This is an optimization exercise on Yosys and OpenROAD, whose aim is small area, not a production implementation. The RTL was checked by simulation tests, not by an equivalence proof against the original design. The clock cells of runs 4 and 5 come from the design's own scripts or RTL, not from TritonCTS. No driver is modelled on the clock port, so clock power and skew are understated where the tree is cut down; a real chip needs a root buffer or a tree. Power figures rest on the tool's default switching activity, not on a simulated workload.

===== design/flow/flow/run.sh =====
#!/bin/bash
# The standard layout (standard.sh) with two synthesis changes, both in the
# combinational mapping only (registers are mapped before either step, so they
# are the standard synthesis's registers, same names and cell types):
#  - ABC maps with an area-oriented script (flow/abc_area.script) in place of
#    ORFS's delay-oriented one;
#  - Yosys's half/full-adder extraction (extract_fa) is skipped, so ABC sees
#    the adder logic as plain gates.
# and one layout change: clock tree synthesis runs with the arguments in
# flow/cts_args.txt (no dummy loads on the clock tree's leaves).
# Every other step is ORFS's own, run through standard.sh's make command.
set -euo pipefail
HERE=$(pwd)
rm -rf "$HERE/scripts_custom"
cp -r "$FLOW_HOME/scripts" "$HERE/scripts_custom"
cp "$HERE/flow/abc_area.script" "$HERE/scripts_custom/abc_area.script"
awk '/# extract the full adders/ {skip=1} /dont_use_after_adder_step/ {skip=0} !skip' \
  "$FLOW_HOME/scripts/synth.tcl" > "$HERE/scripts_custom/synth.tcl"
! grep -q extract_fa "$HERE/scripts_custom/synth.tcl"
CTS_ARGS=$(cat "$HERE/flow/cts_args.txt")
sed "s|make -C \([^ ]*\) |make -C \1 SCRIPTS_DIR=$HERE/scripts_custom ABC_AREA=1 CTS_ARGS='$CTS_ARGS' |" standard.sh > custom.sh
grep -q "SCRIPTS_DIR=$HERE/scripts_custom" custom.sh
bash custom.sh synth > synth.log 2>&1
bash custom.sh > layout.log 2>&1
test -s out/final.def

===== design/flow/flow/abc_area.script =====
strash
dc2
balance
rewrite
refactor
balance
rewrite
rewrite -z
balance
refactor -z
rewrite -z
balance
dch -f
amap

===== design/flow/flow/cts_args.txt =====
-sink_clustering_enable -repair_clock_nets -dont_use_dummy_load -sink_clustering_size 50 -sink_clustering_max_diameter 500 -wire_unit 100

===== design/flow/standard.sh =====
#!/bin/bash
# synth_recipe.tcl (not shown) runs the flow's synth.tcl, then flattens the netlist and writes it again
# the make line also repeats each setting of config.mk as NAME=value (left out here)
make -C /OpenROAD-flow-scripts/flow DESIGN_CONFIG=/design/flow/config.mk WORK_HOME=/design/flow/orfs CLKGATE_MAP_FILE= SYNTH_SCRIPT=/design/flow/synth_recipe.tcl "${@:-finish}"

===== design/flow/config.mk =====
export PLATFORM = sky130hd
export DESIGN_NAME = PIEZO_reality_and_damedame
export DESIGN_NICKNAME = PIEZO_reality_and_damedame
export VERILOG_FILES = /design/flow/design.v
export SDC_FILE = /design/flow/constraint.sdc
export NUM_CORES = 4
export LEC_CHECK = 0
export ABC_AREA = 1
export CAP_MARGIN = 20
export CORE_MARGIN = 2
export CORE_UTILIZATION = 40
export SLEW_MARGIN = 20

===== design/flow/constraint.sdc =====
create_clock -name core_clock -period 10.0 [get_ports {CLK_1MHZ}]
set_input_delay 2.0000 -clock core_clock [delete_from_list [all_inputs] [get_ports {CLK_1MHZ}]]
set_output_delay 2.0000 -clock core_clock [all_outputs]
set_load 0.01 [all_outputs]

===== design/flow/design.v =====
module PIEZO_reality_and_damedame(RESETN, CLK_1MHZ, A, T, SONG);
  input RESETN, CLK_1MHZ, A, T;
  output SONG;
  reg h1; reg [5:0] i1; reg b1, f1, z1; reg [18:0] s1; reg [1:0] u1; reg [10:0] c1;
  reg [7:0] p2; reg b2, f2, z2; reg [17:0] s2; reg [10:0] c2;
  reg [3:0] n1id, n2id; reg [1:0] k1;
  reg [10:0] t1, t2; reg r1, r2;
  always @(*) begin
    case ({h1, i1})
      7'd0: begin n1id = 4'd6; k1 = 2'd2; end
      7'd1: begin n1id = 4'd11; k1 = 2'd0; end
      7'd2: begin n1id = 4'd5; k1 = 2'd0; end
      7'd3: begin n1id = 4'd6; k1 = 2'd1; end
      7'd4: begin n1id = 4'd7; k1 = 2'd0; end
      7'd5: begin n1id = 4'd9; k1 = 2'd0; end
      7'd6: begin n1id = 4'd6; k1 = 2'd1; end
      7'd7: begin n1id = 4'd0; k1 = 2'd0; end
      7'd8: begin n1id = 4'd12; k1 = 2'd0; end
      7'd9: begin n1id = 4'd5; k1 = 2'd0; end
      7'd10: begin n1id = 4'd6; k1 = 2'd1; end
      7'd11: begin n1id = 4'd7; k1 = 2'd0; end
      7'd12: begin n1id = 4'd9; k1 = 2'd0; end
      7'd13: begin n1id = 4'd6; k1 = 2'd3; end
      7'd14: begin n1id = 4'd1; k1 = 2'd2; end
      7'd15: begin n1id = 4'd2; k1 = 2'd0; end
      7'd16: begin n1id = 4'd6; k1 = 2'd3; end
      7'd17: begin n1id = 4'd0; k1 = 2'd0; end
      7'd18: begin n1id = 4'd11; k1 = 2'd0; end
      7'd19: begin n1id = 4'd10; k1 = 2'd0; end
      7'd20: begin n1id = 4'd9; k1 = 2'd0; end
      7'd21: begin n1id = 4'd6; k1 = 2'd0; end
      7'd22: begin n1id = 4'd7; k1 = 2'd1; end
      7'd23: begin n1id = 4'd8; k1 = 2'd0; end
      7'd24: begin n1id = 4'd7; k1 = 2'd1; end
      7'd25: begin n1id = 4'd0; k1 = 2'd0; end
      7'd26: begin n1id = 4'd11; k1 = 2'd0; end
      7'd27: begin n1id = 4'd2; k1 = 2'd0; end
      7'd28: begin n1id = 4'd3; k1 = 2'd1; end
      7'd29: begin n1id = 4'd4; k1 = 2'd0; end
      7'd30: begin n1id = 4'd3; k1 = 2'd1; end
      7'd31: begin n1id = 4'd0; k1 = 2'd0; end
      7'd32: begin n1id = 4'd9; k1 = 2'd0; end
      7'd33: begin n1id = 4'd3; k1 = 2'd0; end
      7'd34: begin n1id = 4'd5; k1 = 2'd1; end
      7'd35: begin n1id = 4'd6; k1 = 2'd0; end
      7'd36: begin n1id = 4'd5; k1 = 2'd2; end
      7'd37: begin n1id = 4'd6; k1 = 2'd0; end
      7'd38: begin n1id = 4'd7; k1 = 2'd3; end
      7'd39: begin n1id = 4'd0; k1 = 2'd1; end
      7'd40: begin n1id = 4'd0; k1 = 2'd0; end
      7'd41: begin n1id = 4'd0; k1 = 2'd0; end
      7'd42: begin n1id = 4'd0; k1 = 2'd0; end
      7'd43: begin n1id = 4'd0; k1 = 2'd0; end
      7'd44: begin n1id = 4'd0; k1 = 2'd0; end
      7'd45: begin n1id = 4'd0; k1 = 2'd0; end
      7'd46: begin n1id = 4'd0; k1 = 2'd0; end
      7'd47: begin n1id = 4'd0; k1 = 2'd0; end
      7'd48: begin n1id = 4'd0; k1 = 2'd0; end
      7'd49: begin n1id = 4'd0; k1 = 2'd0; end
      7'd50: begin n1id = 4'd0; k1 = 2'd0; end
      7'd51: begin n1id = 4'd0; k1 = 2'd0; end
      7'd52: begin n1id = 4'd0; k1 = 2'd0; end
      7'd53: begin n1id = 4'd0; k1 = 2'd0; end
      7'd54: begin n1id = 4'd0; k1 = 2'd0; end
      7'd55: begin n1id = 4'd0; k1 = 2'd0; end
      7'd56: begin n1id = 4'd0; k1 = 2'd0; end
      7'd57: begin n1id = 4'd0; k1 = 2'd0; end
      7'd58: begin n1id = 4'd0; k1 = 2'd0; end
      7'd59: begin n1id = 4'd0; k1 = 2'd0; end
      7'd60: begin n1id = 4'd0; k1 = 2'd0; end
      7'd61: begin n1id = 4'd0; k1 = 2'd0; end
      7'd62: begin n1id = 4'd0; k1 = 2'd0; end
      7'd63: begin n1id = 4'd0; k1 = 2'd0; end
      7'd64: begin n1id = 4'd6; k1 = 2'd2; end
      7'd65: begin n1id = 4'd11; k1 = 2'd0; end
      7'd66: begin n1id = 4'd5; k1 = 2'd0; end
      7'd67: begin n1id = 4'd6; k1 = 2'd1; end
      7'd68: begin n1id = 4'd7; k1 = 2'd0; end
      7'd69: begin n1id = 4'd9; k1 = 2'd0; end
      7'd70: begin n1id = 4'd6; k1 = 2'd1; end
      7'd71: begin n1id = 4'd0; k1 = 2'd0; end
      7'd72: begin n1id = 4'd12; k1 = 2'd0; end
      7'd73: begin n1id = 4'd5; k1 = 2'd0; end
      7'd74: begin n1id = 4'd6; k1 = 2'd1; end
      7'd75: begin n1id = 4'd7; k1 = 2'd0; end
      7'd76: begin n1id = 4'd9; k1 = 2'd0; end
      7'd77: begin n1id = 4'd6; k1 = 2'd3; end
      7'd78: begin n1id = 4'd1; k1 = 2'd2; end
      7'd79: begin n1id = 4'd2; k1 = 2'd0; end
      7'd80: begin n1id = 4'd6; k1 = 2'd3; end
      7'd81: begin n1id = 4'd0; k1 = 2'd0; end
      7'd82: begin n1id = 4'd11; k1 = 2'd0; end
      7'd83: begin n1id = 4'd10; k1 = 2'd0; end
      7'd84: begin n1id = 4'd9; k1 = 2'd0; end
      7'd85: begin n1id = 4'd6; k1 = 2'd0; end
      7'd86: begin n1id = 4'd7; k1 = 2'd1; end
      7'd87: begin n1id = 4'd8; k1 = 2'd0; end
      7'd88: begin n1id = 4'd7; k1 = 2'd1; end
      7'd89: begin n1id = 4'd0; k1 = 2'd0; end
      7'd90: begin n1id = 4'd11; k1 = 2'd0; end
      7'd91: begin n1id = 4'd2; k1 = 2'd0; end
      7'd92: begin n1id = 4'd3; k1 = 2'd1; end
      7'd93: begin n1id = 4'd4; k1 = 2'd0; end
      7'd94: begin n1id = 4'd3; k1 = 2'd1; end
      7'd95: begin n1id = 4'd0; k1 = 2'd0; end
      7'd96: begin n1id = 4'd9; k1 = 2'd0; end
      7'd97: begin n1id = 4'd3; k1 = 2'd0; end
      7'd98: begin n1id = 4'd5; k1 = 2'd1; end
      7'd99: begin n1id = 4'd6; k1 = 2'd0; end
      7'd100: begin n1id = 4'd7; k1 = 2'd2; end
      7'd101: begin n1id = 4'd9; k1 = 2'd1; end
      7'd102: begin n1id = 4'd9; k1 = 2'd3; end
      7'd103: begin n1id = 4'd0; k1 = 2'd1; end
      7'd104: begin n1id = 4'd0; k1 = 2'd0; end
      7'd105: begin n1id = 4'd0; k1 = 2'd0; end
      7'd106: begin n1id = 4'd0; k1 = 2'd0; end
      7'd107: begin n1id = 4'd0; k1 = 2'd0; end
      7'd108: begin n1id = 4'd0; k1 = 2'd0; end
      7'd109: begin n1id = 4'd0; k1 = 2'd0; end
      7'd110: begin n1id = 4'd0; k1 = 2'd0; end
      7'd111: begin n1id = 4'd0; k1 = 2'd0; end
      7'd112: begin n1id = 4'd0; k1 = 2'd0; end
      7'd113: begin n1id = 4'd0; k1 = 2'd0; end
      7'd114: begin n1id = 4'd0; k1 = 2'd0; end
      7'd115: begin n1id = 4'd0; k1 = 2'd0; end
      7'd116: begin n1id = 4'd0; k1 = 2'd0; end
      7'd117: begin n1id = 4'd0; k1 = 2'd0; end
      7'd118: begin n1id = 4'd0; k1 = 2'd0; end
      7'd119: begin n1id = 4'd0; k1 = 2'd0; end
      7'd120: begin n1id = 4'd0; k1 = 2'd0; end
      7'd121: begin n1id = 4'd0; k1 = 2'd0; end
      7'd122: begin n1id = 4'd0; k1 = 2'd0; end
      7'd123: begin n1id = 4'd0; k1 = 2'd0; end
      7'd124: begin n1id = 4'd0; k1 = 2'd0; end
      7'd125: begin n1id = 4'd0; k1 = 2'd0; end
      7'd126: begin n1id = 4'd0; k1 = 2'd0; end
      7'd127: begin n1id = 4'd0; k1 = 2'd0; end
    endcase
  end
  always @(*) begin
    case (n1id)
      4'd0: begin r1 = 1'b1; t1 = 11'd0; end   
      4'd1: begin r1 = 1'b0; t1 = 11'd427; end   
      4'd2: begin r1 = 1'b0; t1 = 11'd375; end   
      4'd3: begin r1 = 1'b0; t1 = 11'd514; end   
      4'd4: begin r1 = 1'b0; t1 = 11'd1617; end   
      4'd5: begin r1 = 1'b0; t1 = 11'd330; end   
      4'd6: begin r1 = 1'b0; t1 = 11'd544; end   
      4'd7: begin r1 = 1'b0; t1 = 11'd259; end   
      4'd8: begin r1 = 1'b0; t1 = 11'd832; end   
      4'd9: begin r1 = 1'b0; t1 = 11'd1485; end   
      4'd10: begin r1 = 1'b0; t1 = 11'd1644; end   
      4'd11: begin r1 = 1'b0; t1 = 11'd1886; end   
      4'd12: begin r1 = 1'b0; t1 = 11'd856; end   
      4'd13: begin r1 = 1'b0; t1 = 11'd0; end
      4'd14: begin r1 = 1'b0; t1 = 11'd0; end
      4'd15: begin r1 = 1'b0; t1 = 11'd0; end
    endcase
  end
  always @(*) begin
    case (p2)
      8'd0: n2id = 4'd0;
      8'd1: n2id = 4'd0;
      8'd2: n2id = 4'd3;
      8'd3: n2id = 4'd2;
      8'd4: n2id = 4'd3;
      8'd5: n2id = 4'd1;
      8'd6: n2id = 4'd1;
      8'd7: n2id = 4'd1;
      8'd8: n2id = 4'd1;
      8'd9: n2id = 4'd1;
      8'd10: n2id = 4'd0;
      8'd11: n2id = 4'd3;
      8'd12: n2id = 4'd3;
      8'd13: n2id = 4'd4;
      8'd14: n2id = 4'd4;
      8'd15: n2id = 4'd4;
      8'd16: n2id = 4'd4;
      8'd17: n2id = 4'd3;
      8'd18: n2id = 4'd3;
      8'd19: n2id = 4'd2;
      8'd20: n2id = 4'd2;
      8'd21: n2id = 4'd5;
      8'd22: n2id = 4'd6;
      8'd23: n2id = 4'd6;
      8'd24: n2id = 4'd6;
      8'd25: n2id = 4'd6;
      8'd26: n2id = 4'd6;
      8'd27: n2id = 4'd6;
      8'd28: n2id = 4'd6;
      8'd29: n2id = 4'd0;
      8'd30: n2id = 4'd0;
      8'd31: n2id = 4'd0;
      8'd32: n2id = 4'd0;
      8'd33: n2id = 4'd6;
      8'd34: n2id = 4'd7;
      8'd35: n2id = 4'd8;
      8'd36: n2id = 4'd7;
      8'd37: n2id = 4'd7;
      8'd38: n2id = 4'd7;
      8'd39: n2id = 4'd7;
      8'd40: n2id = 4'd7;
      8'd41: n2id = 4'd0;
      8'd42: n2id = 4'd0;
      8'd43: n2id = 4'd5;
      8'd44: n2id = 4'd5;
      8'd45: n2id = 4'd4;
      8'd46: n2id = 4'd4;
      8'd47: n2id = 4'd4;
      8'd48: n2id = 4'd4;
      8'd49: n2id = 4'd1;
      8'd50: n2id = 4'd1;
      8'd51: n2id = 4'd4;
      8'd52: n2id = 4'd4;
      8'd53: n2id = 4'd2;
      8'd54: n2id = 4'd3;
      8'd55: n2id = 4'd3;
      8'd56: n2id = 4'd3;
      8'd57: n2id = 4'd3;
      8'd58: n2id = 4'd3;
      8'd59: n2id = 4'd3;
      8'd60: n2id = 4'd3;
      8'd61: n2id = 4'd0;
      8'd62: n2id = 4'd0;
      8'd63: n2id = 4'd0;
      8'd64: n2id = 4'd0;
      8'd65: n2id = 4'd3;
      8'd66: n2id = 4'd2;
      8'd67: n2id = 4'd3;
      8'd68: n2id = 4'd1;
      8'd69: n2id = 4'd1;
      8'd70: n2id = 4'd1;
      8'd71: n2id = 4'd1;
      8'd72: n2id = 4'd1;
      8'd73: n2id = 4'd0;
      8'd74: n2id = 4'd0;
      8'd75: n2id = 4'd5;
      8'd76: n2id = 4'd4;
      8'd77: n2id = 4'd3;
      8'd78: n2id = 4'd3;
      8'd79: n2id = 4'd3;
      8'd80: n2id = 4'd3;
      8'd81: n2id = 4'd2;
      8'd82: n2id = 4'd2;
      8'd83: n2id = 4'd2;
      8'd84: n2id = 4'd2;
      8'd85: n2id = 4'd6;
      8'd86: n2id = 4'd6;
      8'd87: n2id = 4'd2;
      8'd88: n2id = 4'd2;
      8'd89: n2id = 4'd3;
      8'd90: n2id = 4'd3;
      8'd91: n2id = 4'd3;
      8'd92: n2id = 4'd3;
      8'd93: n2id = 4'd3;
      8'd94: n2id = 4'd3;
      8'd95: n2id = 4'd0;
      8'd96: n2id = 4'd0;
      8'd97: n2id = 4'd0;
      8'd98: n2id = 4'd0;
      8'd99: n2id = 4'd8;
      8'd100: n2id = 4'd7;
      8'd101: n2id = 4'd6;
      8'd102: n2id = 4'd7;
      8'd103: n2id = 4'd3;
      8'd104: n2id = 4'd3;
      8'd105: n2id = 4'd3;
      8'd106: n2id = 4'd3;
      8'd107: n2id = 4'd3;
      8'd108: n2id = 4'd3;
      8'd109: n2id = 4'd0;
      8'd110: n2id = 4'd0;
      8'd111: n2id = 4'd0;
      8'd112: n2id = 4'd0;
      8'd113: n2id = 4'd0;
      8'd114: n2id = 4'd0;
      8'd115: n2id = 4'd8;
      8'd116: n2id = 4'd7;
      8'd117: n2id = 4'd6;
      8'd118: n2id = 4'd7;
      8'd119: n2id = 4'd2;
      8'd120: n2id = 4'd2;
      8'd121: n2id = 4'd2;
      8'd122: n2id = 4'd2;
      8'd123: n2id = 4'd2;
      8'd124: n2id = 4'd2;
      8'd125: n2id = 4'd0;
      8'd126: n2id = 4'd0;
      8'd127: n2id = 4'd0;
      8'd128: n2id = 4'd0;
      8'd129: n2id = 4'd2;
      8'd130: n2id = 4'd3;
      8'd131: n2id = 4'd4;
      8'd132: n2id = 4'd3;
      8'd133: n2id = 4'd3;
      8'd134: n2id = 4'd0;
      8'd135: n2id = 4'd0;
      8'd136: n2id = 4'd0;
      8'd137: n2id = 4'd0;
      8'd138: n2id = 4'd0;
      8'd139: n2id = 4'd0;
      8'd140: n2id = 4'd0;
      8'd141: n2id = 4'd0;
      8'd142: n2id = 4'd0;
      8'd143: n2id = 4'd0;
      8'd144: n2id = 4'd0;
      8'd145: n2id = 4'd0;
      8'd146: n2id = 4'd0;
      8'd147: n2id = 4'd0;
      8'd148: n2id = 4'd0;
      8'd149: n2id = 4'd0;
      8'd150: n2id = 4'd0;
      8'd151: n2id = 4'd0;
      8'd152: n2id = 4'd0;
      8'd153: n2id = 4'd0;
      8'd154: n2id = 4'd0;
      8'd155: n2id = 4'd0;
      8'd156: n2id = 4'd0;
      8'd157: n2id = 4'd0;
      8'd158: n2id = 4'd0;
      8'd159: n2id = 4'd0;
      8'd160: n2id = 4'd0;
      8'd161: n2id = 4'd0;
      8'd162: n2id = 4'd0;
      8'd163: n2id = 4'd0;
      8'd164: n2id = 4'd0;
      8'd165: n2id = 4'd0;
      8'd166: n2id = 4'd0;
      8'd167: n2id = 4'd0;
      8'd168: n2id = 4'd0;
      8'd169: n2id = 4'd0;
      8'd170: n2id = 4'd0;
      8'd171: n2id = 4'd0;
      8'd172: n2id = 4'd0;
      8'd173: n2id = 4'd0;
      8'd174: n2id = 4'd0;
      8'd175: n2id = 4'd0;
      8'd176: n2id = 4'd0;
      8'd177: n2id = 4'd0;
      8'd178: n2id = 4'd0;
      8'd179: n2id = 4'd0;
      8'd180: n2id = 4'd0;
      8'd181: n2id = 4'd0;
      8'd182: n2id = 4'd0;
      8'd183: n2id = 4'd0;
      8'd184: n2id = 4'd0;
      8'd185: n2id = 4'd0;
      8'd186: n2id = 4'd0;
      8'd187: n2id = 4'd0;
      8'd188: n2id = 4'd0;
      8'd189: n2id = 4'd0;
      8'd190: n2id = 4'd0;
      8'd191: n2id = 4'd0;
      8'd192: n2id = 4'd0;
      8'd193: n2id = 4'd0;
      8'd194: n2id = 4'd0;
      8'd195: n2id = 4'd0;
      8'd196: n2id = 4'd0;
      8'd197: n2id = 4'd0;
      8'd198: n2id = 4'd0;
      8'd199: n2id = 4'd0;
      8'd200: n2id = 4'd0;
      8'd201: n2id = 4'd0;
      8'd202: n2id = 4'd0;
      8'd203: n2id = 4'd0;
      8'd204: n2id = 4'd0;
      8'd205: n2id = 4'd0;
      8'd206: n2id = 4'd0;
      8'd207: n2id = 4'd0;
      8'd208: n2id = 4'd0;
      8'd209: n2id = 4'd0;
      8'd210: n2id = 4'd0;
      8'd211: n2id = 4'd0;
      8'd212: n2id = 4'd0;
      8'd213: n2id = 4'd0;
      8'd214: n2id = 4'd0;
      8'd215: n2id = 4'd0;
      8'd216: n2id = 4'd0;
      8'd217: n2id = 4'd0;
      8'd218: n2id = 4'd0;
      8'd219: n2id = 4'd0;
      8'd220: n2id = 4'd0;
      8'd221: n2id = 4'd0;
      8'd222: n2id = 4'd0;
      8'd223: n2id = 4'd0;
      8'd224: n2id = 4'd0;
      8'd225: n2id = 4'd0;
      8'd226: n2id = 4'd0;
      8'd227: n2id = 4'd0;
      8'd228: n2id = 4'd0;
      8'd229: n2id = 4'd0;
      8'd230: n2id = 4'd0;
      8'd231: n2id = 4'd0;
      8'd232: n2id = 4'd0;
      8'd233: n2id = 4'd0;
      8'd234: n2id = 4'd0;
      8'd235: n2id = 4'd0;
      8'd236: n2id = 4'd0;
      8'd237: n2id = 4'd0;
      8'd238: n2id = 4'd0;
      8'd239: n2id = 4'd0;
      8'd240: n2id = 4'd0;
      8'd241: n2id = 4'd0;
      8'd242: n2id = 4'd0;
      8'd243: n2id = 4'd0;
      8'd244: n2id = 4'd0;
      8'd245: n2id = 4'd0;
      8'd246: n2id = 4'd0;
      8'd247: n2id = 4'd0;
      8'd248: n2id = 4'd0;
      8'd249: n2id = 4'd0;
      8'd250: n2id = 4'd0;
      8'd251: n2id = 4'd0;
      8'd252: n2id = 4'd0;
      8'd253: n2id = 4'd0;
      8'd254: n2id = 4'd0;
      8'd255: n2id = 4'd0;
    endcase
  end
  always @(*) begin
    case (n2id)
      4'd0: begin r2 = 1'b1; t2 = 11'd0; end   
      4'd1: begin r2 = 1'b0; t2 = 11'd375; end   
      4'd2: begin r2 = 1'b0; t2 = 11'd514; end   
      4'd3: begin r2 = 1'b0; t2 = 11'd330; end   
      4'd4: begin r2 = 1'b0; t2 = 11'd544; end   
      4'd5: begin r2 = 1'b0; t2 = 11'd259; end   
      4'd6: begin r2 = 1'b0; t2 = 11'd1485; end   
      4'd7: begin r2 = 1'b0; t2 = 11'd1645; end   
      4'd8: begin r2 = 1'b0; t2 = 11'd1886; end   
      4'd9: begin r2 = 1'b0; t2 = 11'd0; end
      4'd10: begin r2 = 1'b0; t2 = 11'd0; end
      4'd11: begin r2 = 1'b0; t2 = 11'd0; end
      4'd12: begin r2 = 1'b0; t2 = 11'd0; end
      4'd13: begin r2 = 1'b0; t2 = 11'd0; end
      4'd14: begin r2 = 1'b0; t2 = 11'd0; end
      4'd15: begin r2 = 1'b0; t2 = 11'd0; end
    endcase
  end
  assign SONG = (A & ~T) ? b1 : ((~A & T) ? b2 : 1'b0);
  wire e1 = h1 & (i1 == 6'd40);                    
  wire w1 = (s1 == 19'd16690);                  
  wire n1 = ~f1 & w1 & (u1 == k1);                
  wire m1 = z1 | (~f1 & (c1 == t1));               
  wire e2 = (p2 == 8'd133);                         
  wire l1 = w1 | f1;
  wire g1 = m1 | f1;
  always @(negedge RESETN or posedge CLK_1MHZ)
    if (!RESETN) begin
      h1 <= 1'b0; i1 <= 6'd62; b1 <= 1'b0; f1 <= 1'b1;
    end else if (!A || e1) begin
      h1 <= 1'b0; i1 <= 6'd62; b1 <= 1'b0; f1 <= 1'b1;
    end else begin
      f1 <= n1;
      if (n1) begin
        if (!h1 && i1 == 6'd39) begin h1 <= 1'b1; i1 <= 6'd0; end
        else i1 <= i1 + 6'd1;
      end else if (m1) b1 <= ~b1;
    end
  always @(posedge CLK_1MHZ) begin
    z1 <= e2 | r1;
    s1 <= l1 ? 19'd0 : {~s1[17:0], (s1[18] ^ s1[12])};
    if (f1) u1 <= 2'd0; else if (w1) u1 <= u1 + 2'd1;
    c1[10:1] <= g1 ? 10'b0101010101 : ~c1[9:0];
    c1[0] <= m1 ? 1'b0 : (f1 ? 1'b1 : ~(c1[10] ^ c1[8]));
  end
  wire w2 = (s2 == 18'd19070);                  
  wire n2 = ~f2 & w2;
  wire m2 = z2 | (~f2 & (c2 == t2));
  wire l2 = w2 | f2;
  wire g2 = m2 | f2;
  always @(negedge RESETN or posedge CLK_1MHZ)
    if (!RESETN) begin
      p2 <= 8'd0; b2 <= 1'b0; f2 <= 1'b1;
    end else if (!T) begin
      p2 <= 8'd0; b2 <= 1'b0; f2 <= 1'b1;
    end else if (e2) begin
      p2 <= 8'd0; f2 <= 1'b1;
    end else begin
      f2 <= n2;
      if (n2) p2 <= p2 + 8'd1;
      else if (m2) b2 <= ~b2;
    end
  always @(posedge CLK_1MHZ) begin
    z2 <= r2;
    s2 <= l2 ? 18'd0 : {~s2[16:0], (s2[17] ^ s2[10])};
    c2[10:1] <= g2 ? 10'b0101010101 : ~c2[9:0];
    c2[0] <= m2 ? 1'b0 : (f2 ? 1'b1 : ~(c2[10] ^ c2[8]));
  end
endmodule

==> flow_summary_export.csv, run 1 <==
group,metric,value,unit
detailed_routing,drt-vias-per-instance,5.49,
synth,synth-seq-cells,82,
place,detailedPlacementHpwl,6540,µm
global_route,first_global_vias,3352,
worst_setup_path,worst_ep_required_time,8.00,ns
global_route,grt_start_max_net_pins,20,
synth,ys.warnings.count,1,
synth,synth_area_per_cell,7.55,µm²
detailed_routing,detail_route.wirelength,8730,µm
global_route,track_usage,17.7,%
worst_setup_path,timing.critical_path.cells,"clkdlybuf4s50_1 > clkinv_1 > nor2_1 > a32o_1 > clkdlybuf4s50_1",
synth,syn_area,3840,µm²
worst_setup_path,critical_path.most_common_cell,"clkdlybuf4s50_1",
global_route,global_route.overflow_total,0,
sta,post-route-worst-setup-slack,4.65,ns
worst_setup_path,timing.setup.critical_path_class,"in -> out",
detailed_routing,drt-pass1-iter-count,5,
clock_network,cts-resized-gates,0,
synth,synthesis.instances,509,
detailed_routing,routed-via-count,3601,
sta,rsz_0062_raised_after_global_routing,"no",
synth,synthArstFlopShare,23.2,%
sta,maxClockFrequency,187,MHz
cells_and_area,final_layout_size_suffix_gt1_share,3.98,%
flow_run,drv.max_cap_violation_count,0,
synth,synth-seq-area-share,45.4,%
min_path,timing.hold.worst.class,"reg -> reg",
global_route,grt_first_pass_wirelength,15200,µm
worst_setup_path,critPathSlowestCell,"clkdlybuf4s50_1",
clock_network,post_cts_buffers,0,
worst_setup_path,cp_data_arrival_time,3.35,ns
clock_network,count_of_h_tree_levels_built_during_cts,3,
floorplan,core_region_area,9280,µm²
clock_network,worst_setup_hold_path_clk_slew,0.05,ns
detailed_routing,drt_iter0_markers,201,
worst_setup_path,critical_path_peak_fanout,2,
detailed_routing,avgRoutedWirePerCell,13.3,µm
cells_and_area,final_nets,533,
floorplan,rows,35,
clock_network,cts_max_path_buffers,3,
sta,finalSetupViolations,0,
sta,timing.setup.tns,0,ns
sta,slew_headroom,36.8,%
power_and_ir_drop,vdd_drop_max,95.7,µV
floorplan,die_h,102,µm
clock_network,numCtsBuffers,13,
detailed_routing,detail-route-antenna-nets,0,
clock_network,numClockSinks,82,
synth,primary_flip_flop_cell_chosen_by_synthesis_mapping,"dfxtp_1",
clock_network,clock_tree.root_cell,"clkbuf_8",
synth,yosysTopAreaCellShare,32.8,%
place,gpl.final_weighted_congestion,0.912,
synth,dominant_cell_type_by_area_after_synthesis,"dfxtp_1",
floorplan,initial_cell_density_of_the_core,41.4,%
sta,tightestPinTransition,0.946,ns
floorplan,floorplan.die_area,10400,µm²
global_route,antenna_violations_before_repair,0,
clock_network,cts_tree,"done",
place,io_buffers,4,
floorplan,ioPinCount,5,
power_and_ir_drop,p_per_area,160,nW/µm²
sta,finalCriticalPeriod,5.35,ns
synth,synth.lib_cells_used.distinct,41,
clock_network,clock_insertion_delay_worst_skew,0.42,ns
clock_network,cts-hold-fix-buffers,0,
worst_setup_path,critPathLaunchType,"input pin",
floorplan,floorplan.die.width,102,µm
detailed_routing,drc_errors,0,
synth,postSynthNetCount,513,
cells_and_area,antenna-diode-count,0,
sta,timing.final.crit_share,53.5,%
place,preCtsSetupSlack,4.66,ns
cells_and_area,area_growth,13.6,%
sta,hold_viol,0,
power_and_ir_drop,leakage,0.00156,µW
synth,synth.area.top_cells,"dfxtp_1, nor2_1, dfrtp_1, clkinv_1, dfstp_2",
sta,count_of_final_max_slew_check_failures,0,
outcome,status,"timing/DRC/antenna clean",
synth,synth_enable_flop_cells,0,
worst_setup_path,slowest_delay,0.53,ns
worst_setup_path,worst_setup_path_end_kind,"output port",
sta,clock-skew-final,0.0194,ns
stage by stage:
stage | hold WS [ns] | utilization [%] | instances | area, µm² | power, µW
after floorplan | 0.384 | - | 509 | 3840 | 363
after global placement | 0.391 | 43.7 | 643 | 4050 | 371
after detailed placement | 0.396 | 43.7 | 643 | 4050 | 372
after CTS | 0.403 | 47.0 | 656 | 4370 | 712
after global routing | 0.412 | 47.0 | 656 | 4370 | 730
final | 0.401 | 47.0 | 656 | 4370 | 700
cell families (layout without fill, tap and decap cells):
family | after synthesis | after routing | synth area share, %
compound gates | 122 | 122 | 20.7
xor+xnor | 4 | 4 | 0.911
buf+inv | 54 | 72 | 5.27
flops | 82 | 82 | 45.4
simple gates | 247 | 247 | 27.7
Yosys cell counts, drive strengths merged, types with 5 or more instances:
cell,instances
nand2,35
nor4,5
a31oi,11
nor2,148
clkinv,54
nor3,20
dfstp,7
a2111oi,5
o22ai,10
o21ai,33
dfrtp,12
a211oi,11
nor2b,6
dfxtp,63
a21oi,24
nand3,14
or3,5
worst max-delay path: cells and delay by family:
kind	cells	cell delay, ns
and+or+nand+nor	1	0.11
AOI/OAI and AO/OA	1	0.13
buffers and inverters	3	1.12
per-layer routing:
layer	up-vias	part of all wire (%)	track usage (%)
met2	113	44	27.2
met3	6	5.5	2.26
met5	-	0	0
li1	1820	-	-
met1	1662	50	26.5
met4	0	0.76	4.62
power by group:
part	internal, µW	total [µW]	switching, µW
clock network	218	335	117
logic	7.19	17.7	10.5
registers	341	347	6.51
total	566	700	134
path summary, 6_finish.rpt:
kind	to	cells past startpoint	from	slack, ns
setup / recovery	SONG	5	A	4.65
hold / removal	s1[7]$_SDFF_PP0_	1	s1[6]$_SDFF_PP0_	0.40
setup reg to reg	b1$_DFFE_PN0P_	17	i1[0]$_DFFE_PN0P_	5.39
hold reg to reg	s1[7]$_SDFF_PP0_	1	s1[6]$_SDFF_PP0_	0.40
max in group asynchronous	p2[7]$_DFFE_PN0P_	1	RESETN	7.29
min in group asynchronous	i1[0]$_DFFE_PN0P_	1	RESETN	2.12
area by class of cell:
type                       instances  area [µm²]
fill                             942        4920
multi-input combinational        373        1900
sequential                        82        1750
clock buffer                      13         314
inverter                          54         203
tap                              129         161
timing repair buffer               5        47.5
registers in the layout, summed over array words and instances (netlist names):
name,flops
s1,19
s2,18
c1,11
c2,11
p2,8
i1,6
u1,2
b1,1
b2,1
f1,1
f2,1
h1,1
z1,1
z2,1
cells in the final DEF (no fill, tap or decap), types with 4 or more instances in the layout:
cell and instances:
a31oi_1 11, a21oi_1 24, nand3_1 14, clkbuf_16 12, clkinv_1 54, nand2_1 35, or4_1 4, dfxtp_1 63
o22ai_1 10, dfrtp_1 12, or2_0 4, xnor2_1 4, a211oi_1 11, or3_1 5, nor4_1 5, nor2_1 148
dfstp_2 7, nor2b_1 6, a2111oi_0 5, nor3_1 20, clkdlybuf4s50_1 4, o21ai_0 33
==> inputs of run 2 (changes only) <==
==> design/flow/flow/cts_args.txt (replaced) <==
-sink_clustering_enable -repair_clock_nets -dont_use_dummy_load -sink_buffer_max_cap_derate 1.0 -buf_list sky130_fd_sc_hd__clkbuf_16
==> run 2 against run 1 <==
  * Still clean on timing, DRC and antenna
  * Wire length grew 0.13%
  * Sequential share of layout area rose by 0.83 points
  * Setup slack worse by 0.00051 ns
  * Synthesized area is the same
  * Critical path depth unchanged
  * Hold slack got worse by 0.0011 ns
  * Die area stayed put
  * Fmax about the same
  * Non-clock buffer count unchanged
  * Synthesized cell count stayed put
  * Clock skew shrank 0.0029 ns
  * First-iteration DRC count down 7.5%
  * Largest cell class unchanged
==> flow_summary_export.csv, run 2 <==
group,metric,value,unit
clock_network,worst_setup_hold_path_clk_slew,0.06,ns
floorplan,core_region_area,9280,µm²
cells_and_area,filler_cell_count,944,
synth,synth-compound-area-share,20.7,%
cells_and_area,largest_registers,"s1 (19), s2 (18)",
sta,maxClockFrequency,187,MHz
floorplan,rows,35,
clock_network,numCtsBuffers,9,
sta,finalSetupViolations,0,
worst_setup_path,timing.critical_path.from,"A",
power_and_ir_drop,p_per_area,147,nW/µm²
synth,yosysTopAreaCellShare,32.8,%
flow_run,drv.max_cap_violation_count,0,
detailed_routing,detail-route-antenna-nets,0,
floorplan,ioPinCount,5,
global_route,first_global_vias,3282,
synth,dominant_cell_type_by_area_after_synthesis,"dfxtp_1",
detailed_routing,drt-pass1-iter-count,4,
sta,whs,0.400,ns
clock_network,cts-hold-fix-buffers,0,
sta,rsz_0062_raised_after_global_routing,"no",
place,detailedPlacementHpwl,6540,µm
global_route,track_usage,18.0,%
sta,finalCriticalPeriod,5.35,ns
synth,synth_top_family_by_area,"simple AND/OR/NAND/NOR gates",
synth,primary_flip_flop_cell_chosen_by_synthesis_mapping,"dfxtp_1",
cells_and_area,mostFrequentLayoutCell,"nor2_1",
detailed_routing,routed-via-count,3579,
synth,synth_enable_flop_cells,0,
synth,synth_xor_area_share,0.911,%
synth,synthesis.instances,509,
cells_and_area,seqCellArea,1750,µm²
synth,ys.warnings.count,1,
place,io_buffers,4,
sta,clock-skew-final,0.0165,ns
floorplan,floorplan.die_area,10400,µm²
global_route,grt_start_max_net_pins,20,
worst_setup_path,worst_setup_path_end_kind,"output port",
clock_network,clock_insertion_delay_worst_skew,0.33,ns
synth,synth-seq-cells,82,
detailed_routing,drt-vias-per-instance,5.49,
sta,timing.setup.tns,0,ns
synth,synth-seq-area-share,45.4,%
power_and_ir_drop,seq_power_share,55.0,%
global_route,grt_first_pass_wirelength,15100,µm
sta,hold_viol,0,
worst_setup_path,critical_path_peak_fanout,2,
clock_network,post_cts_buffers,0,
cells_and_area,final_design_area_no_fill,4280,µm²
sta,tightestPinTransition,0.977,ns
synth,synthMuxAreaShare,0,%
floorplan,initial_cell_density_of_the_core,41.4,%
detailed_routing,drt_iter0_markers,186,
worst_setup_path,critPathLaunchType,"input pin",
worst_setup_path,timing.setup.critical_path_class,"in -> out",
synth,syn_area,3840,µm²
power_and_ir_drop,leakage,0.00151,µW
synth,postSynthNetCount,513,
synth,synth_area_per_cell,7.55,µm²
synth,post_synthesis_simple_gate_area_fraction,27.7,%
power_and_ir_drop,pwr-share-comb,2.8,%
cells_and_area,multi_input_area,1900,µm²
cells_and_area,area_growth,11.3,%
floorplan,die_h,102,µm
synth,synth.area.top_cells,"dfxtp_1, nor2_1, dfrtp_1, clkinv_1, dfstp_2",
clock_network,clock_tree.root_cell,"clkbuf_16",
cells_and_area,final_cell_mix,"nor2_1, dfxtp_1, clkinv_1, nand2_1, o21ai_0",
sta,timing.final.crit_share,53.5,%
synth,yosys.area_share.adder,0,%
cells_and_area,final_nets,529,
detailed_routing,drc_errors,0,
sta,count_of_final_max_slew_check_failures,0,
clock_network,cts_max_path_buffers,2,
cells_and_area,top_register,"s1",
clock_network,cts_tree,"done",
cells_and_area,number_of_flip_flops_under_the_largest_register_name,19,
min_path,timing.hold.worst.class,"reg -> reg",
power_and_ir_drop,fin_total_pwr,631,µW
sta,slew_headroom,34.7,%
min_path,worstHoldStart,"s1[14]$_SDFF_PP0_",
power_and_ir_drop,internal_power,506,µW
detailed_routing,detail_route.wirelength,8740,µm
cells_and_area,final_layout_size_suffix_gt1_share,3.25,%
clock_network,cts-resized-gates,0,
detailed_routing,avgRoutedWirePerCell,13.4,µm
synth,post-synth-top-count-cell,"nor2_1",
global_route,global_route.overflow_total,0,
clock_network,count_of_h_tree_levels_built_during_cts,3,
worst_setup_path,worst_ep_required_time,8.00,ns
synth,synthArstFlopShare,23.2,%
worst_setup_path,rr_startpoint,"i1[0]$_DFFE_PN0P_",
cells_and_area,antenna-diode-count,0,
floorplan,floorplan.die.width,102,µm
outcome,status,"timing/DRC/antenna clean",
power_and_ir_drop,vdd_drop_max,95.7,µV
synth,ys_top_cells_by_count,"nor2_1, dfxtp_1, clkinv_1",
global_route,antenna_violations_before_repair,0,
worst_setup_path,cp_data_arrival_time,3.35,ns
clock_network,numClockSinks,82,
place,placement.cell_area,4050,µm²
power_and_ir_drop,clock_power_share,42.1,%
synth,synth.lib_cells_used.distinct,41,
power_and_ir_drop,switching_share,19.8,%
place,gpl.final_weighted_congestion,0.912,
power_and_ir_drop,net-switching-power,125,µW
-- run 2: cell counts after synthesis --
No cell type changed its count.
-- run 2: metrics by stage --
step / worst slack, ns / util, % / std cells
final: 4.65 / 46.1 / 652
after global routing: 4.59 / 46.1 / 652
after CTS: 4.65 / 46.1 / 652
after detailed placement: 4.66 / 43.7 / 643
after global placement: 4.68 / 43.7 / 643
after floorplan: 5.69 / - / 509
-- run 2: final cells by class --
type / instances / area share (%)
multi-input cells: 373 / 44.3
inverters: 54 / 4.74
flip-flops and latches: 82 / 40.8
repair buffers: 5 / 1.11
clock buffers: 9 / 5.26
well taps: 129 / 3.77
-- run 2: logic make-up (layout without fill, tap and decap cells) --
family | after synthesis | count (layout)
AO/OA/AOI/OAI | 122 | 122
XOR/XNOR | 4 | 4
AND/OR/NAND/NOR | 247 | 247
buffers and inverters | 54 | 68
flip-flops | 82 | 82
-- run 2: final timing paths --
check,slack (ns),cells after the start,to
setup reg to reg,5.42,17,b1$_DFFE_PN0P_
min in group asynchronous,2.23,1,i1[0]$_DFFE_PN0P_
hold / removal,0.40,1,s1[15]$_SDFF_PP0_
hold reg to reg,0.40,1,s1[15]$_SDFF_PP0_
max in group asynchronous,7.17,1,p2[7]$_DFFE_PN0P_
setup / recovery,4.65,5,SONG
-- run 2: metal layers --
layer / vias to the layer above / part of all wire, % / global-route usage [%]
met4: 0 / 1.3 / 5.13
met1: 1641 / 51 / 26.4
li1: 1819 / - / -
met2: 108 / 42 / 27.1
met3: 11 / 5.2 / 3.49
met5: - / 0 / 0
-- run 2: power groups by stage --
stage	Combinational [µW]	Sequential, µW	Clock [µW]
3_3_place_gp	17.7	353	0
2_1_floorplan	11.5	352	0
3_5_place_dp	18.3	354	0
4_1_cts	18.4	347	273
5_1_grt	20.8	349	287
6_report	17.8	347	266
-- run 2: critical path: stages --
cell and delay, ns:
clkdlybuf4s50_1 0.50, clkinv_1 0.09, nor2_1 0.11, a32o_1 0.13, clkdlybuf4s50_1 0.53
==> inputs of run 3 (changes only) <==
==> design/flow/flow/abc_area.script (replaced) <==
strash
dc2
balance
rewrite
refactor
balance
rewrite
rewrite -z
balance
refactor -z
rewrite -z
balance
&get -n
&deepsyn -T 60
&put
balance
rewrite
refactor
balance
rewrite
rewrite -z
balance
refactor -z
rewrite -z
balance
dch -f
amap
==> design/flow/flow/cts_args.txt (replaced) <==
-sink_clustering_enable -repair_clock_nets -dont_use_dummy_load
==> run 3 against run 2 <==
  * Still clean on timing, DRC and antenna
  * Core utilization fell by 2.1 points
  * Register-to-register slack got worse by 0.46 ns
  * Hold slack got worse by 0.0054 ns
  * Total power fell by 14%
  * Wire length fell by 8.3%
  * Critical path type unchanged
  * Cell count fell by 6.6%
  * Highest routed layer unchanged
  * Largest cell class unchanged
  * Synthesized cell count fell by 4.7%
  * Critical path depth fell by 1
  * Largest power group unchanged
  * Sequential power barely moved
  * Global-route usage fell by 1.0 points
  * Setup slack improved by 0.085 ns
  * Die area fell by 3.6%
==> flow_summary_export.csv, run 3 <==
group,metric,value,unit
outcome,status,"timing/DRC/antenna clean",
clock_network,cts_tree,"done",
cells_and_area,area_growth,8.18,%
floorplan,floorplan.die.width,100,µm
synth,synthesis.instances,485,
cells_and_area,mostFrequentLayoutCell,"nor2_1",
floorplan,rows,35,
clock_network,count_of_h_tree_levels_built_during_cts,3,
sta,timing.final.crit_share,52.7,%
sta,timing.setup.tns,0,ns
synth,primary_flip_flop_cell_chosen_by_synthesis_mapping,"dfxtp_1",
min_path,worstHoldStart,"s2[15]$_SDFF_PP0_",
detailed_routing,drt-pass1-iter-count,5,
synth,dominant_cell_type_by_area_after_synthesis,"dfxtp_1",
power_and_ir_drop,clock_power_share,33.2,%
floorplan,die_h,100,µm
clock_network,cts-resized-gates,0,
cells_and_area,number_of_flip_flops_under_the_largest_register_name,19,
detailed_routing,drc_errors,0,
worst_setup_path,rr_worst_depth,21,
cells_and_area,largest_registers,"s1 (19), s2 (18)",
synth,postSynthNetCount,489,
worst_setup_path,critPathLaunchType,"input pin",
detailed_routing,detail-route-antenna-nets,0,
sta,post-route-worst-setup-slack,4.73,ns
flow_run,drv.max_cap_violation_count,0,
sta,finalSetupViolations,0,
place,placement.cell_area,3880,µm²
clock_network,cts_max_path_buffers,2,
synth,synth_area_per_cell,7.63,µm²
global_route,grt_start_max_net_pins,20,
clock_network,numCtsBuffers,9,
cells_and_area,final_nets,504,
sta,maxClockFrequency,190,MHz
place,io_buffers,4,
place,preCtsSetupSlack,4.73,ns
synth,synth.lib_cells_used.distinct,40,
detailed_routing,drt-vias-per-instance,5.49,
global_route,global_route.overflow_total,0,
cells_and_area,final_design_area_no_fill,4000,µm²
worst_setup_path,worst_setup_path_end_kind,"output port",
synth,synth-seq-area-share,47.2,%
clock_network,cts-hold-fix-buffers,0,
synth,synth.area.top_cells,"dfxtp_1, nor2_1, dfrtp_1, dfstp_2, clkinv_1",
cells_and_area,final_layout_size_suffix_gt1_share,3.21,%
worst_setup_path,cp_data_arrival_time,3.27,ns
floorplan,initial_cell_density_of_the_core,40.6,%
global_route,grt_use_met2,25.8,%
detailed_routing,drt_iter0_markers,159,
clock_network,worst_setup_hold_path_clk_slew,0.09,ns
clock_network,clock_tree.root_cell,"clkbuf_8",
place,detailedPlacementHpwl,5960,µm
power_and_ir_drop,p_per_area,136,nW/µm²
floorplan,ioPinCount,5,
synth,post-synth-top-count-cell,"nor2_1",
worst_setup_path,worst_ep_required_time,8.00,ns
synth,syn_area,3700,µm²
worst_setup_path,timing.critical_path.from,"T",
global_route,first_global_vias,3104,
power_and_ir_drop,internal_power,427,µW
sta,count_of_final_max_slew_check_failures,0,
synth,synthArstFlopShare,23.2,%
cells_and_area,top_register,"s1",
min_path,whs_path_depth,1,
detailed_routing,detail_route.wirelength,8020,µm
power_and_ir_drop,fin_total_pwr,544,µW
clock_network,clock_insertion_delay_worst_skew,0.35,ns
cells_and_area,final_cell_mix,"nor2_1, dfxtp_1, clkinv_1, nand2_1, o21ai_0",
global_route,grt_busiest_layer,"met2",
synth,ys_top_cells_by_count,"nor2_1, dfxtp_1, clkinv_1",
worst_setup_path,timing.setup.critical_path_class,"in -> out",
synth,synth-seq-cells,82,
global_route,gr-usage-met1,23.4,%
min_path,timing.hold.worst.class,"reg -> reg",
power_and_ir_drop,leakage,0.00146,µW
sta,rsz_0062_raised_after_global_routing,"no",
global_route,global_route.usage.met3,3.34,%
sta,clock-skew-final,0.0242,ns
worst_setup_path,critical_path_peak_fanout,3,
synth,yosysTopAreaCellShare,34.1,%
power_and_ir_drop,net-switching-power,117,µW
power_and_ir_drop,seq_power_share,63.7,%
place,gpl.final_weighted_congestion,0.933,
cells_and_area,antenna-diode-count,0,
power_and_ir_drop,vdd_drop_max,60.5,µV
synth,ys.warnings.count,1,
sta,finalCriticalPeriod,5.27,ns
synth,synth_enable_flop_cells,0,
global_route,antenna_violations_before_repair,0,
global_route,track_usage,17.0,%
detailed_routing,avgRoutedWirePerCell,13.2,µm
sta,hold_viol,0,
power_and_ir_drop,pwr-share-comb,3.1,%
clock_network,post_cts_buffers,0,
sta,tightestPinTransition,0.874,ns
sta,slew_headroom,41.5,%
floorplan,floorplan.die_area,10000,µm²
clock_network,numClockSinks,82,
worst_setup_path,rr_startpoint,"p2[1]$_DFFE_PN0P_",
global_route,grt_first_pass_wirelength,13900,µm
power_and_ir_drop,switching_share,21.5,%
floorplan,core_region_area,9110,µm²
detailed_routing,routed-via-count,3345,
-- run 3: changes by cell type in the layout (fill, tap and decap cells not counted), moves of 3 or more --
cell	change
nand4_1	+3
a31oi_1	-3
clkinv_1	-10
clkbuf_8	+9
o32ai_1	+4
a211oi_1	+3
nor2b_1	-4
o22ai_1	-4
a21oi_1	-7
a2111o_1	-3
nor3_1	+3
clkbuf_16	-9
-- run 3: power by group through the flow --
stage	registers (µW)	logic (µW)	clock network, µW
CTS	347	17.2	189
floorplan	352	10.8	0
detailed placement	354	17.2	0
finish	347	16.7	181
global placement	354	16.7	0
global route	348	19.4	203
-- run 3: final timing paths --
path | slack [ns] | end
setup reg to reg | 4.96 | b2$_DFFE_PN0P_
setup / recovery | 4.73 | SONG
hold / removal | 0.40 | s2[16]$_SDFF_PP0_
min in group asynchronous | 2.15 | p2[5]$_DFFE_PN0P_
max in group asynchronous | 7.29 | i1[0]$_DFFE_PN0P_
hold reg to reg | 0.40 | s2[16]$_SDFF_PP0_
-- run 3: logic make-up after synthesis --
logic type | synth area share, %
simple gates | 29.4
compound gates | 18.1
flops | 47.2
buf+inv | 4.46
xor+xnor | 0.947
-- run 3: layout make-up --
type,count,area [µm²]
fillers,933,5110
multi-input cells,359,1790
flip-flops and latches,82,1750
inverters,44,165
well taps,111,139
clock buffers,9,124
repair buffers,4,40.0
-- run 3: per-stage QoR --
step / utilization (%) / hold slack (ns) / cells
after floorplan: - / 0.384 / 485
after detailed placement: 42.6 / 0.395 / 600
after global placement: 42.6 / 0.390 / 600
after global routing: 43.9 / 0.410 / 609
after CTS: 43.9 / 0.401 / 609
final: 43.9 / 0.395 / 609
-- run 3: routing by layer --
metal | routed length, µm | vias to the layer above
li1 | - | 1726
met1 | 4020 | 1511
met2 | 3470 | 83
met3 | 332 | 25
met4 | 195 | 0
met5 | 0 | -
-- run 3: critical path, stage by stage --
cell             delay, ns
clkdlybuf4s50_1       0.51
a22oi_1               0.10
a21oi_1               0.11
clkdlybuf4s50_1       0.55
==> inputs of run 4 (changes only) <==
--- a/design/flow/flow/run.sh
+++ b/design/flow/flow/run.sh
@@ -8,4 +8,6 @@
 #    the adder logic as plain gates.
-# and one layout change: clock tree synthesis runs with the arguments in
-# flow/cts_args.txt (no dummy loads on the clock tree's leaves).
+# and one layout change: the clock tree is flow/clock_buffer.tcl (the clock
+# port drives three clkbuf_8 cells, each driving a third of the flip-flops)
+# in place of TritonCTS's H-tree; the rest of ORFS's CTS step (timing
+# repair, legalisation) runs as usual.
 # Every other step is ORFS's own, run through standard.sh's make command.
@@ -19,4 +21,8 @@
 ! grep -q extract_fa "$HERE/scripts_custom/synth.tcl"
-CTS_ARGS=$(cat "$HERE/flow/cts_args.txt")
-sed "s|make -C \([^ ]*\) |make -C \1 SCRIPTS_DIR=$HERE/scripts_custom ABC_AREA=1 CTS_ARGS='$CTS_ARGS' |" standard.sh > custom.sh
+# clock tree: flow/clock_buffer.tcl in place of TritonCTS's clock_tree_synthesis
+grep -q '^log_cmd clock_tree_synthesis {\*}\$cts_args$' "$FLOW_HOME/scripts/cts.tcl"
+sed "s|^log_cmd clock_tree_synthesis {\*}\$cts_args$|source $HERE/flow/clock_buffer.tcl|" \
+  "$FLOW_HOME/scripts/cts.tcl" > "$HERE/scripts_custom/cts.tcl"
+grep -q "source $HERE/flow/clock_buffer.tcl" "$HERE/scripts_custom/cts.tcl"
+sed "s|make -C \([^ ]*\) |make -C \1 SCRIPTS_DIR=$HERE/scripts_custom ABC_AREA=1 |" standard.sh > custom.sh
 grep -q "SCRIPTS_DIR=$HERE/scripts_custom" custom.sh
==> design/flow/flow/abc_area.script (replaced) <==
strash
dc2
balance
rewrite
refactor
balance
rewrite
rewrite -z
balance
refactor -z
rewrite -z
balance
dch -f
amap
==> design/flow/flow/clock_buffer.tcl (new file) <==
# Clock buffering in place of TritonCTS's H-tree, for this small design: the
# clock port drives nx * ny clock buffers; the flip-flops are split into an
# nx-by-ny grid of equal-sized groups (by x, then by y within each column) and
# each group is driven by one buffer placed at the group's centroid.
set nx 2
set ny 2
set bufcell sky130_fd_sc_hd__buf_12
set block [ord::get_db_block]
set db [ord::get_db]
set clk_port_net [$block findNet CLK_1MHZ]
set master [$db findMaster $bufcell]
set sinks {}
foreach it [$clk_port_net getITerms] {
  set xy [$it getAvgXY]
  lappend sinks [list [lindex $xy 1] [lindex $xy 2] $it]
}
set sinks [lsort -real -index 0 $sinks]
set n [llength $sinks]
puts "clock_buffer: $n sinks, [expr {$nx * $ny}] x $bufcell"
set b 0
for {set i 0} {$i < $nx} {incr i} {
  set col [lrange $sinks [expr {$i * $n / $nx}] [expr {($i + 1) * $n / $nx - 1}]]
  set col [lsort -real -index 1 $col]
  set m [llength $col]
  for {set j 0} {$j < $ny} {incr j} {
    set grp [lrange $col [expr {$j * $m / $ny}] [expr {($j + 1) * $m / $ny - 1}]]
    set inst [odb::dbInst_create $block $master "clkbuf_${b}_CLK_1MHZ"]
    set net [odb::dbNet_create $block "clknet_${b}_CLK_1MHZ"]
    $net setSigType CLOCK
    set sx 0; set sy 0
    foreach s $grp {
      set it [lindex $s 2]
      $it disconnect
      $it connect $net
      set sx [expr {$sx + [lindex $s 0]}]
      set sy [expr {$sy + [lindex $s 1]}]
    }
    [$inst findITerm A] connect $clk_port_net
    [$inst findITerm X] connect $net
    $inst setLocation [expr {int($sx / [llength $grp])}] [expr {int($sy / [llength $grp])}]
    $inst setPlacementStatus PLACED
    incr b
  }
}
$clk_port_net setSigType CLOCK
set_propagated_clock [all_clocks]
removed: design/flow/flow/cts_args.txt
==> run 4 against run 3 <==
  * Still clean on timing, DRC and antenna
  * Clock skew down 0.013 ns
  * Synthesized cell count up 4.9%
  * Largest cell class unchanged
  * Critical endpoint unchanged
  * First-iteration DRC count up 25%
  * Highest routed layer unchanged
==> flow_summary_export.csv, run 4 <==
group,metric,value,unit
worst_setup_path,critPathLaunchType,"input pin",
synth,post-synth-top-count-cell,"nor2_1",
power_and_ir_drop,fin_total_pwr,508,µW
clock_network,cts-resized-gates,0,
sta,tightestPinTransition,0.955,ns
worst_setup_path,cp_data_arrival_time,3.35,ns
global_route,grt_first_pass_wirelength,15000,µm
detailed_routing,drc_errors,0,
synth,postSynthNetCount,513,
cells_and_area,largest_registers,"s1 (19), s2 (18)",
sta,count_of_final_max_slew_check_failures,0,
cells_and_area,antenna-diode-count,0,
sta,finalSetupViolations,0,
sta,slew_headroom,36.1,%
cells_and_area,filler_cell_count,971,
detailed_routing,detail-route-antenna-nets,0,
synth,synth.area.top_cells,"dfxtp_1, nor2_1, dfrtp_1, clkinv_1, dfstp_2",
cells_and_area,final_cell_mix,"nor2_1, dfxtp_1, clkinv_1, nand2_1, o21ai_0",
synth,synth_enable_flop_cells,0,
sta,hold_viol,0,
worst_setup_path,timing.setup.critical_path_class,"in -> out",
synth,ys_top_cells_by_count,"nor2_1, dfxtp_1, clkinv_1",
sta,clock-skew-final,0.0112,ns
worst_setup_path,timing.critical_path.cells,"clkdlybuf4s50_1 > clkinv_1 > nor2_1 > a32o_1 > clkdlybuf4s50_1",
worst_setup_path,slowest_delay,0.53,ns
floorplan,die_h,102,µm
synth,synthArstFlopShare,23.2,%
place,gpl.final_weighted_congestion,0.912,
outcome,status,"timing/DRC/antenna clean",
sta,timing.final.crit_share,53.5,%
worst_setup_path,worst_ep_required_time,8.00,ns
worst_setup_path,r2r_slack,5.40,ns
place,io_buffers,4,
worst_setup_path,worst_setup_path_end_kind,"output port",
cells_and_area,area_growth,7.52,%
worst_setup_path,critical_path.most_common_cell,"clkdlybuf4s50_1",
floorplan,ioPinCount,5,
place,dp_cells,643,
synth,synth.lib_cells_used.distinct,41,
cells_and_area,instances_no_fill,647,
clock_network,post_cts_buffers,0,
cells_and_area,final_layout_size_suffix_gt1_share,2.32,%
floorplan,core_region_area,9280,µm²
synth,synth-seq-area-share,45.4,%
floorplan,initial_cell_density_of_the_core,41.4,%
synth,synth_area_per_cell,7.55,µm²
sta,timing.setup.tns,0,ns
cells_and_area,multi_input_area,1900,µm²
place,detailedPlacementHpwl,6540,µm
worst_setup_path,critPathSlowestCell,"clkdlybuf4s50_1",
synth,syn_area,3840,µm²
synth,ys.warnings.count,1,
global_route,grt_start_max_net_pins,22,
flow_run,drv.max_cap_violation_count,0,
sta,maxClockFrequency,187,MHz
power_and_ir_drop,leakage,0.00144,µW
clock_network,cts-hold-fix-buffers,0,
cells_and_area,seqCellArea,1750,µm²
cells_and_area,number_of_flip_flops_under_the_largest_register_name,19,
global_route,track_usage,17.0,%
sta,rsz_0062_raised_after_global_routing,"no",
detailed_routing,avgRoutedWirePerCell,13.4,µm
floorplan,floorplan.die_area,10400,µm²
detailed_routing,routed-via-count,3569,
synth,synthesis.instances,509,
detailed_routing,drt-pass1-iter-count,5,
power_and_ir_drop,vdd_drop_max,110,µV
global_route,antenna_violations_before_repair,0,
cells_and_area,top_register,"s1",
sta,finalCriticalPeriod,5.35,ns
synth,dominant_cell_type_by_area_after_synthesis,"dfxtp_1",
detailed_routing,drt-vias-per-instance,5.52,
clock_network,worst_setup_hold_path_clk_slew,0.08,ns
synth,synth-seq-cells,82,
cells_and_area,final_nets,524,
global_route,first_global_vias,3241,
cells_and_area,mostFrequentLayoutCell,"nor2_1",
detailed_routing,drt_iter0_markers,199,
worst_setup_path,critical_path_peak_fanout,2,
detailed_routing,detail_route.wirelength,8650,µm
cells_and_area,final_core_util,44.5,%
synth,yosysTopAreaCellShare,32.8,%
floorplan,floorplan.die.width,102,µm
power_and_ir_drop,p_per_area,123,nW/µm²
min_path,timing.hold.worst.class,"reg -> reg",
sta,whs,0.406,ns
floorplan,rows,35,
clock_network,clock_insertion_delay_worst_skew,0.12,ns
global_route,global_route.overflow_total,0,
synth,primary_flip_flop_cell_chosen_by_synthesis_mapping,"dfxtp_1",
==> run 4: cell families after synthesis <==
| logic type | after synthesis | share of synthesized area [%] |
|---|---|---|
| and+or+nand+nor | 247 | 27.7 |
| AOI/OAI and AO/OA | 122 | 20.7 |
| DFF | 82 | 45.4 |
| buffers and inverters | 54 | 5.27 |
| xor gates and xnor gates | 4 | 0.911 |
==> run 4: where the power goes <==
group | switching [µW] | internal, µW
Clock | 78.8 | 65.0
Combinational | 10.5 | 7.18
Sequential | 6.54 | 340
Total | 95.9 | 413
==> run 4: cell type report <==
type                    count  share of cell area, %
flip-flops and latches     82                   42.2
multi-input cells         373                   45.9
well taps                 129                   3.90
inverters                  54                   4.90
plain buffers               4                   1.94
repair buffers              5                   1.15
==> run 4: final timing paths <==
path,cells past startpoint,from,to
min in group asynchronous,1,RESETN,i1[0]$_DFFE_PN0P_
worst max-delay path,5,A,SONG
max in group asynchronous,1,RESETN,b2$_DFFE_PN0P_
worst min-delay path,1,s1[14]$_SDFF_PP0_,s1[15]$_SDFF_PP0_
worst max register to register,16,i1[2]$_DFFE_PN1P_,b1$_DFFE_PN0P_
worst min register to register,1,s1[14]$_SDFF_PP0_,s1[15]$_SDFF_PP0_
==> run 4: metal layers <==
metal / wire length, µm / share of wire, % / global-route usage [%] / vias up
met5: 0 / 0 / 0 / -
met4: 95 / 1.1 / 2.05 / 0
met3: 418 / 4.8 / 0.958 / 10
met2: 3730 / 43 / 27.2 / 103
met1: 4410 / 51 / 26.2 / 1649
li1: - / - / - / 1807
==> run 4: metrics by stage <==
step	worst slack [ns]	cell area (µm²)
after global placement	4.68	4050
after detailed placement	4.66	4050
final	4.65	4130
after CTS	4.65	4130
after global routing	4.59	4130
after floorplan	5.69	3840
==> run 4: worst max-delay path: cells and delay by family <==
kind / cells / cell delay, ns
buf+inv: 3 / 1.12
compound gates: 1 / 0.13
simple gates: 1 / 0.11
==> inputs of run 5 (changes only) <==
--- a/design/flow/flow/clock_buffer.tcl
+++ b/design/flow/flow/clock_buffer.tcl
@@ -4,4 +4,4 @@
 # each group is driven by one buffer placed at the group's centroid.
-set nx 2
-set ny 2
+set nx 3
+set ny 1
 set bufcell sky130_fd_sc_hd__buf_12
==> run 5 against run 4 <==
  * Still clean on timing, DRC and antenna
  * Sequential power about the same
  * Critical path depth did not move
  * Clock skew up 0.0054 ns
  * Global-route usage is essentially flat
  * Sequential share of layout area is 0.21 points higher
  * Core utilization down 0.22 points
  * Combinational power hardly changed
  * Via count increased by 0.14%
  * Wire length decreased by 0.35%
  * Die area stayed put
  * Largest power group unchanged
==> flow_summary_export.csv, run 5 <==
group,metric,value,unit
outcome,status,"timing/DRC/antenna clean",
cells_and_area,antenna-diode-count,0,
cells_and_area,filler_cell_count,975,
sta,count_of_final_max_slew_check_failures,0,
sta,finalCriticalPeriod,5.35,ns
cells_and_area,mostFrequentLayoutCell,"nor2_1",
cells_and_area,final_cell_mix,"nor2_1, dfxtp_1, clkinv_1, nand2_1, o21ai_0",
place,dp_cells,643,
cells_and_area,largest_registers,"s1 (19), s2 (18)",
floorplan,floorplan.die_area,10400,µm²
worst_setup_path,critical_path_peak_fanout,2,
global_route,grt_first_pass_wirelength,15000,µm
detailed_routing,wirelength_met1,4330,µm
synth,synth-seq-area-share,45.4,%
sta,hold_viol,0,
worst_setup_path,cp_data_arrival_time,3.35,ns
sta,maxClockFrequency,187,MHz
detailed_routing,highest-signal-layer,"met4",
flow_run,drv.max_cap_violation_count,0,
detailed_routing,detail-route-antenna-nets,0,
synth,postSynthNetCount,513,
detailed_routing,routed-via-count,3574,
worst_setup_path,timing.setup.critical_path_class,"in -> out",
floorplan,ioPinCount,5,
cells_and_area,final_core_util,44.3,%
sta,timing.setup.tns,0,ns
global_route,grt_start_max_net_pins,29,
synth,ys_top_cells_by_count,"nor2_1, dfxtp_1, clkinv_1",
clock_network,worst_setup_hold_path_clk_slew,0.09,ns
power_and_ir_drop,vdd_drop_max,137,µV
worst_setup_path,critPathLaunchType,"input pin",
worst_setup_path,critical_path.reg2reg.endpoint,"b1$_DFFE_PN0P_",
worst_setup_path,critPathCapture,"SONG",
clock_network,cts-hold-fix-buffers,0,
cells_and_area,area_growth,7.00,%
synth,dominant_cell_type_by_area_after_synthesis,"dfxtp_1",
global_route,antenna_violations_before_repair,0,
floorplan,core_region_area,9280,µm²
floorplan,rows,35,
sta,whs,0.408,ns
worst_setup_path,worst_ep_required_time,8.00,ns
synth,synth_enable_flop_cells,0,
synth,post-synth-top-count-cell,"nor2_1",
place,detailedPlacementHpwl,6540,µm
synth,ys.warnings.count,1,
worst_setup_path,rr_startpoint,"i1[2]$_DFFE_PN1P_",
worst_setup_path,rr_worst_depth,17,
detailed_routing,wl_met2,3810,µm
synth,synth_area_per_cell,7.55,µm²
place,io_buffers,4,
power_and_ir_drop,leakage,0.00143,µW
cells_and_area,top_register,"s1",
sta,finalSetupViolations,0,
synth,syn_area,3840,µm²
floorplan,die_h,102,µm
min_path,timing.hold.worst.class,"reg -> reg",
cells_and_area,number_of_flip_flops_under_the_largest_register_name,19,
synth,synth-seq-cells,82,
power_and_ir_drop,fin_total_pwr,492,µW
global_route,track_usage,17.0,%
sta,rsz_0062_raised_after_global_routing,"no",
synth,primary_flip_flop_cell_chosen_by_synthesis_mapping,"dfxtp_1",
worst_setup_path,timing.critical_path.from,"A",
detailed_routing,drt_iter0_markers,208,
synth,synth.area.top_cells,"dfxtp_1, nor2_1, dfrtp_1, clkinv_1, dfstp_2",
sta,timing.final.crit_share,53.5,%
synth,synthArstFlopShare,23.2,%
cells_and_area,instances_no_fill,646,
detailed_routing,drc_errors,0,
power_and_ir_drop,p_per_area,120,nW/µm²
cells_and_area,final_nets,523,
synth,synthesis.instances,509,
global_route,global_route.overflow_total,0,
floorplan,floorplan.die.width,102,µm
sta,slew_headroom,36.7,%
clock_network,cts-resized-gates,0,
clock_network,post_cts_buffers,0,
global_route,first_global_vias,3248,
detailed_routing,avgRoutedWirePerCell,13.3,µm
worst_setup_path,r2r_slack,5.38,ns
cells_and_area,final_layout_size_suffix_gt1_share,2.13,%
detailed_routing,drt-pass1-iter-count,5,
sta,tightestPinTransition,0.946,ns
worst_setup_path,worst_setup_path_end_kind,"output port",
place,gpl.final_weighted_congestion,0.912,
detailed_routing,detail_route.wirelength,8620,µm
clock_network,clock_insertion_delay_worst_skew,0.14,ns
floorplan,initial_cell_density_of_the_core,41.4,%
detailed_routing,drt-vias-per-instance,5.53,
sta,clock-skew-final,0.0166,ns
synth,yosysTopAreaCellShare,32.8,%
detailed_routing,dr_wl_met3,409,µm
synth,synth.lib_cells_used.distinct,41,
==> run 5: cell counts after synthesis <==
No cell type changed its count.
==> run 5: worst min path at each step <==
stage | from | to | depth (start not counted)
floorplan | s1[9]$_SDFF_PP0_ | s1[10]$_SDFF_PP0_ | 1
global placement | s2[0]$_SDFF_PP0_ | s2[1]$_SDFF_PP0_ | 1
detailed placement | s1[14]$_SDFF_PP0_ | s1[15]$_SDFF_PP0_ | 1
CTS | s1[14]$_SDFF_PP0_ | s1[15]$_SDFF_PP0_ | 1
global route | s1[0]$_SDFF_PP0_ | s1[1]$_SDFF_PP0_ | 1
finish | s1[14]$_SDFF_PP0_ | s1[15]$_SDFF_PP0_ | 1
==> run 5: kinds of logic (layout without fill, tap and decap cells) <==
kind of cell,count (synthesis),after routing,share of synthesized area [%]
and+or+nand+nor,247,247,27.7
AOI/OAI and AO/OA,122,122,20.7
DFF,82,82,45.4
buffers and inverters,54,62,5.27
xor gates and xnor gates,4,4,0.911
==> run 5: per-layer routing <==
metal | track usage, % | vias up
met1 | 26.2 | 1658
met3 | 0.547 | 6
met4 | 1.54 | 0
met2 | 27.7 | 106
li1 | - | 1804
met5 | 0 | -
==> run 5: report_power, final <==
group          switching, µW  total (µW)  internal [µW]
Clock                   79.0         128           49.0
Combinational           10.5        17.6           7.18
Sequential              6.45         346            340
Total                   95.9         492            396
==> run 5: final cells by class <==
class | count | area (µm²) | share of cell area, %
inverter | 54 | 203 | 4.93
multi-input combinational | 373 | 1900 | 46.1
timing repair buffer | 5 | 47.5 | 1.16
sequential | 82 | 1750 | 42.4
tap | 129 | 161 | 3.92
buffer | 3 | 60.1 | 1.46
==> run 5: worst max-delay path: stages <==
cell and delay, ns:
clkdlybuf4s50_1 0.50, clkinv_1 0.09, nor2_1 0.11, a32o_1 0.13
clkdlybuf4s50_1 0.53
==> run 5: stage by stage <==
| stage | instance area (µm²) | setup WS, ns |
|---|---|---|
| floorplan | 3840 | 5.69 |
| global placement | 4050 | 4.68 |
| detailed placement | 4050 | 4.66 |
| CTS | 4110 | 4.65 |
| global route | 4110 | 4.59 |
| finish | 4110 | 4.65 |

==> what the ideal ports hide <==
In the flow no input, the clock included, has a driving cell. The finished layouts below were timed again as built, in two steps.
Step 1, drivers: a clkbuf_16 drives CLK_1MHZ and a buf_2 each remaining input, both assumed.
Step 2, shift: input delay + t, output delay - t, t = (earliest + latest rising clock arrival at the registers) / 2. This alone moves slack from input paths to output paths.
a / b / c = ideal ports / drivers / drivers and shift; a / b = the first two.
run	shift t [ns]	setup WS [ns]	hold slack, ns	worst slew at a driven data input, ns
run 1	0.443	4.647 / 4.622 / 4.622	0.401 / 0.401 / 0.401	0.03
run 2	0.352	4.647 / 4.622 / 4.622	0.400 / 0.400 / 0.400	0.03
run 3	0.368	4.731 / 4.706 / 4.706	0.395 / 0.395 / 0.395	0.03
run 4	0.198	4.647 / 4.622 / 4.622	0.406 / 0.406 / 0.406	0.03
run 5	0.199	4.647 / 4.622 / 4.622	0.408 / 0.408 / 0.408	0.03
After both steps every run listed still meets setup and hold.
